This design comes from an exercise in tuning for small area and a short achievable clock period on the open sky130 flow, not from production work. The RTL was checked by simulation tests, not by an equivalence proof against the original design.

==> inputs of v13 <==
Design intt4point, start of the top module:
module intt4point(
    input clk, rst,
    input [15:0] in0, in1, in2, in3,
    output [15:0] out0, out1, out2, out3
);
export LEC_CHECK = 0
export CAP_MARGIN = 20
export CORE_MARGIN = 2
export CORE_UTILIZATION = 40
export SLEW_MARGIN = 20
export SYNTH_HIERARCHICAL = 1
export SYNTH_MINIMUM_KEEP_SIZE = 0
create_clock -name core_clock -period 110.0 [get_ports {clk}]
standard.sh (not shown) runs the stock make flow with config.mk's settings and CLKGATE_MAP_FILE= SYNTH_SCRIPT=/design/flow/synth_recipe.tcl, a recipe that flattens the netlist after the stock synthesis.
==> flow/flow/run.sh <==
#!/bin/bash
set -e
export BUFFER_PORTS_ARGS="-buffer_cell sky130_fd_sc_hd__buf_1"
export SETUP_SLACK_MARGIN=79.4
bash standard.sh > standard.log 2>&1
==> v26 (differences from v13) <==
--- a/flow/design.v
+++ b/flow/design.v
@@ -1,19 +1,18 @@
 module intt4point(
     input clk, rst,
     input [15:0] in0, in1, in2, in3,
     output [15:0] out0, out1, out2, out3
 );
   wire [12:0] z0, z1, z2, z3;
-  reg [12:0] rz0;
+  reg [14:0] rs0;
   reg [14:0] rs2;
   reg [12:0] rb;
   reg [12:0] rd;
-  wire [12:0] x0z;
   wire [12:0] dmz;
   wire [12:0] bmz;
   wire [12:0] g0 = in0[12:0] & {13{~rst}};
   wire [12:0] g1 = in1[12:0] & {13{~rst}};
   wire [12:0] g2 = in2[12:0] & {13{~rst}};
   wire [12:0] g3 = in3[12:0] & {13{~rst}};
   wire s1, c2;
   ha_m us1 (.a(g0[0]), .b(g2[0]), .s(s1), .co(c2));
@@ -271,43 +270,41 @@
   wire s249, c250;
   fa_m us249 (.a(s23), .b(i248), .c(c247), .s(s249), .co(c250));
   wire i251 = ~s51;
   wire s252, c253;
   fa_m us252 (.a(s25), .b(i251), .c(c250), .s(s252), .co(c253));
   wire i254 = ~c52;
   wire s255, c256;
   fa_m us255 (.a(c26), .b(i254), .c(c253), .s(s255), .co(c256));
-  wire s257, c258;
-  xn_m us257 (.a(s187), .b(s189), .y(s257));
-  or_m uc258 (.a(s187), .b(s189), .y(c258));
-  wire s259, c260;
-  ha_m us259 (.a(s187), .b(s205), .s(s259), .co(c260));
-  wire s261, c262;
-  fa_m us261 (.a(s189), .b(s207), .c(c260), .s(s261), .co(c262));
-  wire s263, c264;
-  ha_m us263 (.a(s209), .b(c262), .s(s263), .co(c264));
-  wire s265, c266;
-  ha_m us265 (.a(s211), .b(c264), .s(s265), .co(c266));
-  wire s267, c268;
-  fa_m us267 (.a(s213), .b(s187), .c(c266), .s(s267), .co(c268));
-  wire i269 = ~s257;
-  wire s270, c271;
-  fa_m us270 (.a(c214), .b(i269), .c(c268), .s(s270), .co(c271));
-  wire i272 = ~c258;
-  wire s273, c274;
-  xn_m us273 (.a(i272), .b(c271), .y(s273));
-  or_m uc274 (.a(i272), .b(c271), .y(c274));
-  wire [12:0] w275 = {s270, s267, s265, s263, s261, s259, s203, s201, s199, s197, s195, s193, s191};
-  assign x0z = s273 ? w275 + 13'd7681 : w275;
-  wire [12:0] rz0_d = {x0z[12], x0z[11], x0z[10], x0z[9], x0z[8], x0z[7], x0z[6], x0z[5], x0z[4], x0z[3], x0z[2], x0z[1], x0z[0]};
+  wire [14:0] rs0_d = {c214, s213, s211, s209, s207, s205, s203, s201, s199, s197, s195, s193, s191, s189, s187};
   wire [14:0] rs2_d = {c256, s255, s252, s249, s246, s243, s240, s237, s234, s231, s228, s225, s222, s219, s216};
   wire [12:0] rb_d = {bmz[12], bmz[11], bmz[10], bmz[9], bmz[8], bmz[7], bmz[6], bmz[5], bmz[4], bmz[3], bmz[2], bmz[1], bmz[0]};
   wire [12:0] rd_d = {dmz[12], dmz[11], dmz[10], dmz[9], dmz[8], dmz[7], dmz[6], dmz[5], dmz[4], dmz[3], dmz[2], dmz[1], dmz[0]};
-  assign z0 = rz0;
+  wire i257 = ~rs0[1];
+  wire s258, c259;
+  ha_m us258 (.a(i257), .b(rs0[14]), .s(s258), .co(c259));
+  wire s260, c261;
+  ha_m us260 (.a(rs0[0]), .b(rs0[9]), .s(s260), .co(c261));
+  wire s262, c263;
+  fa_m us262 (.a(rs0[1]), .b(rs0[10]), .c(c261), .s(s262), .co(c263));
+  wire s264, c265;
+  ha_m us264 (.a(rs0[11]), .b(c263), .s(s264), .co(c265));
+  wire s266, c267;
+  ha_m us266 (.a(rs0[12]), .b(c265), .s(s266), .co(c267));
+  wire s268, c269;
+  fa_m us268 (.a(rs0[13]), .b(rs0[0]), .c(c267), .s(s268), .co(c269));
+  wire i270 = ~rs0[0];
+  wire s271, c272;
+  fa_m us271 (.a(i270), .b(s258), .c(c269), .s(s271), .co(c272));
+  wire s273, c274;
+  xn_m us273 (.a(c259), .b(c272), .y(s273));
+  or_m uc274 (.a(c259), .b(c272), .y(c274));
+  wire [12:0] w275 = {s271, s268, s266, s264, s262, s260, rs0[8], rs0[7], rs0[6], rs0[5], rs0[4], rs0[3], rs0[2]};
+  assign z0 = s273 ? w275 + 13'd7681 : w275;
   wire i276 = ~rs2[1];
   wire s277, c278;
   xn_m us277 (.a(i276), .b(rs2[14]), .y(s277));
   or_m uc278 (.a(i276), .b(rs2[14]), .y(c278));
   wire i279 = ~rs2[7];
   wire s280, c281;
   ha_m us280 (.a(i279), .b(rs2[5]), .s(s280), .co(c281));
   wire s282, c283;
@@ -971,17 +968,17 @@
   or_m uc923 (.a(c888), .b(c921), .y(c923));
   wire i924 = ~s916;
   wire i925 = ~s918;
   wire i926 = ~s920;
   wire [12:0] w927 = {i926, i925, i924, s913, s910, s907, s904, s902, s899, s896, s893, s891, s889};
   wire i928 = ~s922;
   assign z3 = i928 ? w927 + 13'd7681 : w927;
   always @(posedge clk) begin
-    rz0 <= rz0_d;
+    rs0 <= rs0_d;
     rs2 <= rs2_d;
     rb <= rb_d;
     rd <= rd_d;
   end
   assign out0 = {3'b000, z0};
   assign out1 = {3'b000, z1};
   assign out2 = {3'b000, z2};
   assign out3 = {3'b000, z3};
==> flow/flow/run.sh (replaced) <==
#!/bin/bash
set -e
export BUFFER_PORTS_ARGS="-buffer_cell sky130_fd_sc_hd__buf_1"
export SETUP_SLACK_MARGIN=78
bash standard.sh > standard.log 2>&1
==> v38 (differences from v13) <==
==> flow/flow/run.sh (replaced) <==
#!/bin/bash
set -e
export BUFFER_PORTS_ARGS="-buffer_cell sky130_fd_sc_hd__buf_1"
export SETUP_SLACK_MARGIN=79.0
bash standard.sh > standard.log 2>&1
==> comparison <==
- Global-route usage, highest first: v26, v13, v38.
- Of v38 and v13, v13 has the higher fmax (gap 0.95%, measured against v13).
- Against v26, the sequential cell count of v13 is lower by 2.
- The lowest utilization belongs to v26, the highest to v13.
- The highest hold slack belongs to v38, the lowest to v26.

==> static timing again, ports no longer ideal <==
The flow's constraints put no driver on any port. The routed layouts listed below were extracted and timed again, unchanged, in two steps. Step 1 (the two cells are an assumption about what drives the block):
set clk [get_ports {clk}]
set_driving_cell -lib_cell sky130_fd_sc_hd__clkbuf_16 $clk
set_driving_cell -lib_cell sky130_fd_sc_hd__buf_2 [delete_from_list [all_inputs] $clk]
Step 2 moves the port delays by t, midway between the first and last clock arrival at a register: inputs arrive t later, outputs are due t later. That takes back most of the time a late clock gives input paths. Slacks: no drivers / after step 1 / after step 2; pairs: no drivers / after step 1.
run | t (ns) | setup slack, ns | hold slack, ns | clock arrival spread, ns
v13 | 0.329 | 79.689 / 79.650 / 79.438 | 22.215 / 22.196 / 22.412 | 0.006 / 0.006
v26 | 0.333 | 78.881 / 78.842 / 79.175 | 22.192 / 22.175 / 22.507 | 0.005 / 0.005
v38 | 0.329 | 79.399 / 79.360 / 79.221 | 22.215 / 22.197 / 22.411 | 0.005 / 0.005
After both steps setup and hold are still met in every run listed. For v13, which loses most, drivers alone change the setup slack by -0.039 ns; drivers and shift together by -0.251 ns.
